What follows belongs to an exercise in optimizing a design on an open flow for small area, a short achievable clock period and few clock cycles; a production flow would make more cautious choices.
At most, simulation tests tie the RTL to the original design; equivalence was not proved.
Power and IR drop assume default switching activity.

// LASER
module LASER(CLK, RST, X, Y, C1X, C1Y, C2X, C2Y, DONE);
input CLK, RST;
input [3:0] X, Y;
output reg DONE;
output [3:0] C1X, C1Y, C2X, C2Y;
reg rq;
reg [3:0] xq;
reg [15:0] m0;
reg [15:0] m2;
reg [15:0] m3;
reg [15:0] m4;
reg [15:0] m5;
reg [15:0] m6;
reg [15:0] m7;
reg [15:0] m8;
reg [15:0] m9;
reg [15:0] m10;
reg [15:0] m11;
reg [15:0] m12;
reg [15:0] m13;
reg [15:0] m14;
reg [5:0] u;
wire [2:0] ph = u[2:0];
reg we, keep, cut, v6, v5, upd, last1, clr;
reg [3:0] yo;    
wire [5:0] un = (rq | (u == 6'd59)) ? 6'd63 : u + 6'd1;
wire [15:0] pdec = we ? (16'd1 << yo) : 16'd0;
always @(posedge CLK) begin
  rq <= RST;
  xq <= X;
  yo <= Y - {ph, 1'b0} - 4'd4;
  u <= un;
  we    <= ~RST & (un <= 6'd39);
  keep  <= ~RST & (un <= 6'd54);
  cut   <= (un >= 6'd40) & (un <= 6'd47);
  v6    <= (un[2:0] <= 3'd6);
  v5    <= (un[2:0] <= 3'd5);
  upd   <= ~RST & (un >= 6'd43) & (un <= 6'd58);
  last1 <= (un == 6'd50);
  clr   <= RST | (un == 6'd63);
  ...
==> flow/config.mk <==
export PLATFORM = sky130hd
export DESIGN_NAME = LASER
export DESIGN_NICKNAME = LASER
export VERILOG_FILES = /design/flow/design.v
export SDC_FILE = /design/flow/constraint.sdc
export NUM_CORES = 4
export LEC_CHECK = 0
export ABC_AREA = 1
export CAP_MARGIN = 20
export CORE_MARGIN = 2
export CORE_UTILIZATION = 40
export CTS_BUF_LIST = sky130_fd_sc_hd__clkbuf_4 sky130_fd_sc_hd__clkbuf_8
export PLACE_DENSITY = 0.75
export SETUP_SLACK_MARGIN = 3.6
export SLEW_MARGIN = 20
==> flow/constraint.sdc <==
create_clock -name core_clock -period 6.0 [get_ports {CLK}]
set_input_delay 1.2000 -clock core_clock [delete_from_list [all_inputs] [get_ports {CLK}]]
set_output_delay 1.2000 -clock core_clock [all_outputs]
set_load 0.01 [all_outputs]
run.sh (not shown) runs the stock make flow with config.mk's settings and CLKGATE_MAP_FILE= SYNTH_SCRIPT=/design/flow/synth_recipe.tcl, a recipe that flattens the netlist after the stock synthesis.
The starting point went through all stages and came out clean.
Testbench counts at the start, summed over its fixed seeds: cycles 15,608.
Then changed:
--- a/flow/config.mk
+++ b/flow/config.mk
@@ -11,3 +11 @@
-export CORE_UTILIZATION = 40
-export CTS_BUF_LIST = sky130_fd_sc_hd__clkbuf_4 sky130_fd_sc_hd__clkbuf_8
-export PLACE_DENSITY = 0.75
+export CORE_UTILIZATION = 60
After rerunning:
- worst hold slack is worse by 0.031 ns
- global-route usage climbs by 10 points
- design area falls by 0.68%
- non-clock buffer count is higher by 2
- die area came out lower by 33%
- count of clock-buffer cells in the layout goes down by 34
- first-iteration DRC count decreases by 3.4%
- core utilization grows by 22 points
Then changed:
--- a/flow/config.mk
+++ b/flow/config.mk
@@ -8,0 +9 @@
+export ABC_CLOCK_PERIOD_IN_PS = 2400
@@ -11 +12,2 @@
-export CORE_UTILIZATION = 60
+export CORE_UTILIZATION = 40
+export CTS_BUF_LIST = sky130_fd_sc_hd__clkbuf_4 sky130_fd_sc_hd__clkbuf_8
Effect:
- The new run finished with timing, DRC and antenna clean
- power fell by 4.1%
- via count fell by 0.77%
- sequential power barely changes
- hold slack gets better by 0.075 ns
- fmax rose by 0.75%
- combinational power fell by about 2%
Then changed:
--- a/flow/config.mk
+++ b/flow/config.mk
@@ -8 +8 @@
-export ABC_AREA = 1
+export ABC_AREA = 0
Result:
- The changed run ran to the end with no violations
- final area grows by about 1.2%
- power grows by about 4%
- maximum frequency grows by about 0.7%
- clock-buffer cell count grows by 7
- die area shrinks by 1.8%
Then changed:
--- a/flow/config.mk
+++ b/flow/config.mk
@@ -8,2 +8 @@
-export ABC_AREA = 0
-export ABC_CLOCK_PERIOD_IN_PS = 2400
+export ABC_AREA = 1
@@ -13 +11,0 @@
-export CTS_BUF_LIST = sky130_fd_sc_hd__clkbuf_4 sky130_fd_sc_hd__clkbuf_8
Sequential share of layout area hardly moves.
Power shrinks by about 1.4%.
Setup slack degrades by 0.022 ns.
Clock skew went down by 0.028 ns.
Critical path depth does not change.
Core utilization goes down by 1.6 points.
Count of clock-buffer cells in the layout falls by 35.
Final cell count rises by 17%.
Area after synthesis goes up by about 2%.
Then changed:
--- a/flow/config.mk
+++ b/flow/config.mk
@@ -9 +9 @@
-export CAP_MARGIN = 20
+export CAP_MARGIN = 5
@@ -11,0 +12 @@
+export CTS_BUF_LIST = sky130_fd_sc_hd__clkbuf_4 sky130_fd_sc_hd__clkbuf_8
@@ -13 +14 @@
-export SLEW_MARGIN = 20
+export SLEW_MARGIN = 5
Result: Clock-buffer cell count increases by 28; final area hardly moves; sequential share of layout area hardly moves; die area is unchanged; sequential cell count stays the same; worst setup slack improves by 0.0047 ns.

* * *

Setup of the previous run:
Another version of the RTL of LASER (not shown whole).
For scale: roughly 15,000 µm² of cells after synthesis.
==> flow/design.v (excerpt) <==
module LASER(CLK, RST, X, Y, C1X, C1Y, C2X, C2Y, DONE);
input CLK, RST;
input [3:0] X, Y;
output reg DONE;
output [3:0] C1X, C1Y, C2X, C2Y;
reg rq;
reg [3:0] xq;
reg [15:0] m0;
reg [15:0] m2;
reg [15:0] m3;
reg [15:0] m4;
reg [15:0] m5;
reg [15:0] m6;
reg [15:0] m7;
reg [15:0] m8;
reg [15:0] m9;
reg [15:0] m10;
reg [15:0] m11;
reg [15:0] m12;
reg [15:0] m13;
reg [15:0] m14;
reg [5:0] u;
wire [2:0] ph = u[2:0];
reg we, keep, cut, v6, v5, upd, last1, clr;
reg [3:0] yo;    
wire [5:0] un = (rq | (u == 6'd59)) ? 6'd63 : u + 6'd1;
wire [15:0] pdec = we ? (16'd1 << yo) : 16'd0;
always @(posedge CLK) begin
  rq <= RST;
  xq <= X;
  yo <= Y - {ph, 1'b0} - 4'd4;
  u <= un;
  we    <= ~RST & (un <= 6'd39);
  keep  <= ~RST & (un <= 6'd54);
  cut   <= (un >= 6'd40) & (un <= 6'd47);
  v6    <= (un[2:0] <= 3'd6);
  v5    <= (un[2:0] <= 3'd5);
  upd   <= ~RST & (un >= 6'd43) & (un <= 6'd58);
  last1 <= (un == 6'd50);
  clr   <= RST | (un == 6'd63);
end
localparam [7:0] E0_0 = 8'b11111010, E0_1 = 8'b01111111;
wire [1:0] wr0 = m0[1:0] & ~({2{cut}} & {E0_1[ph], E0_0[ph]});
always @(posedge CLK) m0 <= (keep ? {wr0, m0[15:2]} : 16'd0) | ((xq == 4'd0) ? pdec : 16'd0);
localparam [7:0] E2_0 = 8'b01110111, E2_1 = 8'b10101111;
wire [1:0] wr2 = m2[1:0] & ~({2{cut}} & {E2_1[ph], E2_0[ph]});
  ...
==> flow/config.mk <==
export PLATFORM = sky130hd
export DESIGN_NAME = LASER
export DESIGN_NICKNAME = LASER
export VERILOG_FILES = /design/flow/design.v
export SDC_FILE = /design/flow/constraint.sdc
export NUM_CORES = 4
export LEC_CHECK = 0
export ABC_AREA = 1
export CAP_MARGIN = 20
export CORE_MARGIN = 2
export CORE_UTILIZATION = 40
export SETUP_SLACK_MARGIN = 3.6
export SLEW_MARGIN = 20
==> flow/constraint.sdc <==
create_clock -name core_clock -period 6.0 [get_ports {CLK}]
set_input_delay 1.2000 -clock core_clock [delete_from_list [all_inputs] [get_ports {CLK}]]
set_output_delay 1.2000 -clock core_clock [all_outputs]
set_load 0.01 [all_outputs]
[inputs] the current run vs the previous run
Settings: swapping 3.6 for 3.7 in SETUP_SLACK_MARGIN.
On share of final layout cell area taken by non-clock buffers, the higher figure sits with the previous run, not the current run. Reported leakage power, the previous run and the current run: larger value in the current run. [compare] base=the previous run new=the current run: maximum frequency lower; final standard cell utilization of the core saw an increase; final cell count shows no meaningful change; overall routed net length picked up an extra 1.2%; wire length on met1 went up by 480 µm. Looking at non-clock buffer count across the previous run and the current run, the one that comes out higher is the previous run. In summary, the current run completed successfully, with a layout that passed the timing, DRC and antenna checks. Routing usage on met3 across the previous run and the current run: no real change.
Function was not checked in any run of this note: the RTL went through the layout flow alone.

-- re-timing with driven ports --
The results above use ideal ports. As a check the final layouts listed here were re-extracted and re-timed, cells and wires unchanged.
Step 1 (the two cells are an assumption about what drives the block):
set clk [get_ports {CLK}]
set_driving_cell -lib_cell sky130_fd_sc_hd__clkbuf_16 $clk
set_driving_cell -lib_cell sky130_fd_sc_hd__buf_2 [delete_from_list [all_inputs] $clk]
Step 2 moves the port delays by t, midway between the first and last clock arrival at a register: inputs arrive t later, outputs are due t later. That takes back most of the time a late clock gives input paths.
Three values: ideal, step 1, step 2; two values: the first two.
run	t (ns)	slack for setup (ns)	worst data-port slew with drivers (ns)
the first run of note 1	0.611	3.614 / 3.614 / 3.127	0.03
the second run of note 1	0.563	3.615 / 3.611 / 3.134	0.04
the third run of note 1	0.641	3.632 / 3.608 / 3.096	0.03
the fourth run of note 1	0.672	3.650 / 3.612 / 3.144	0.04
the fifth run of note 1	0.572	3.628 / 3.604 / 3.109	0.03
the sixth run of note 1	0.641	3.632 / 3.608 / 3.096	0.03
the previous run	0.570	3.532 / 3.532 / 3.178	0.04
the current run	0.581	3.477 / 3.477 / 3.186	0.04
After both steps every run listed still meets setup and hold.
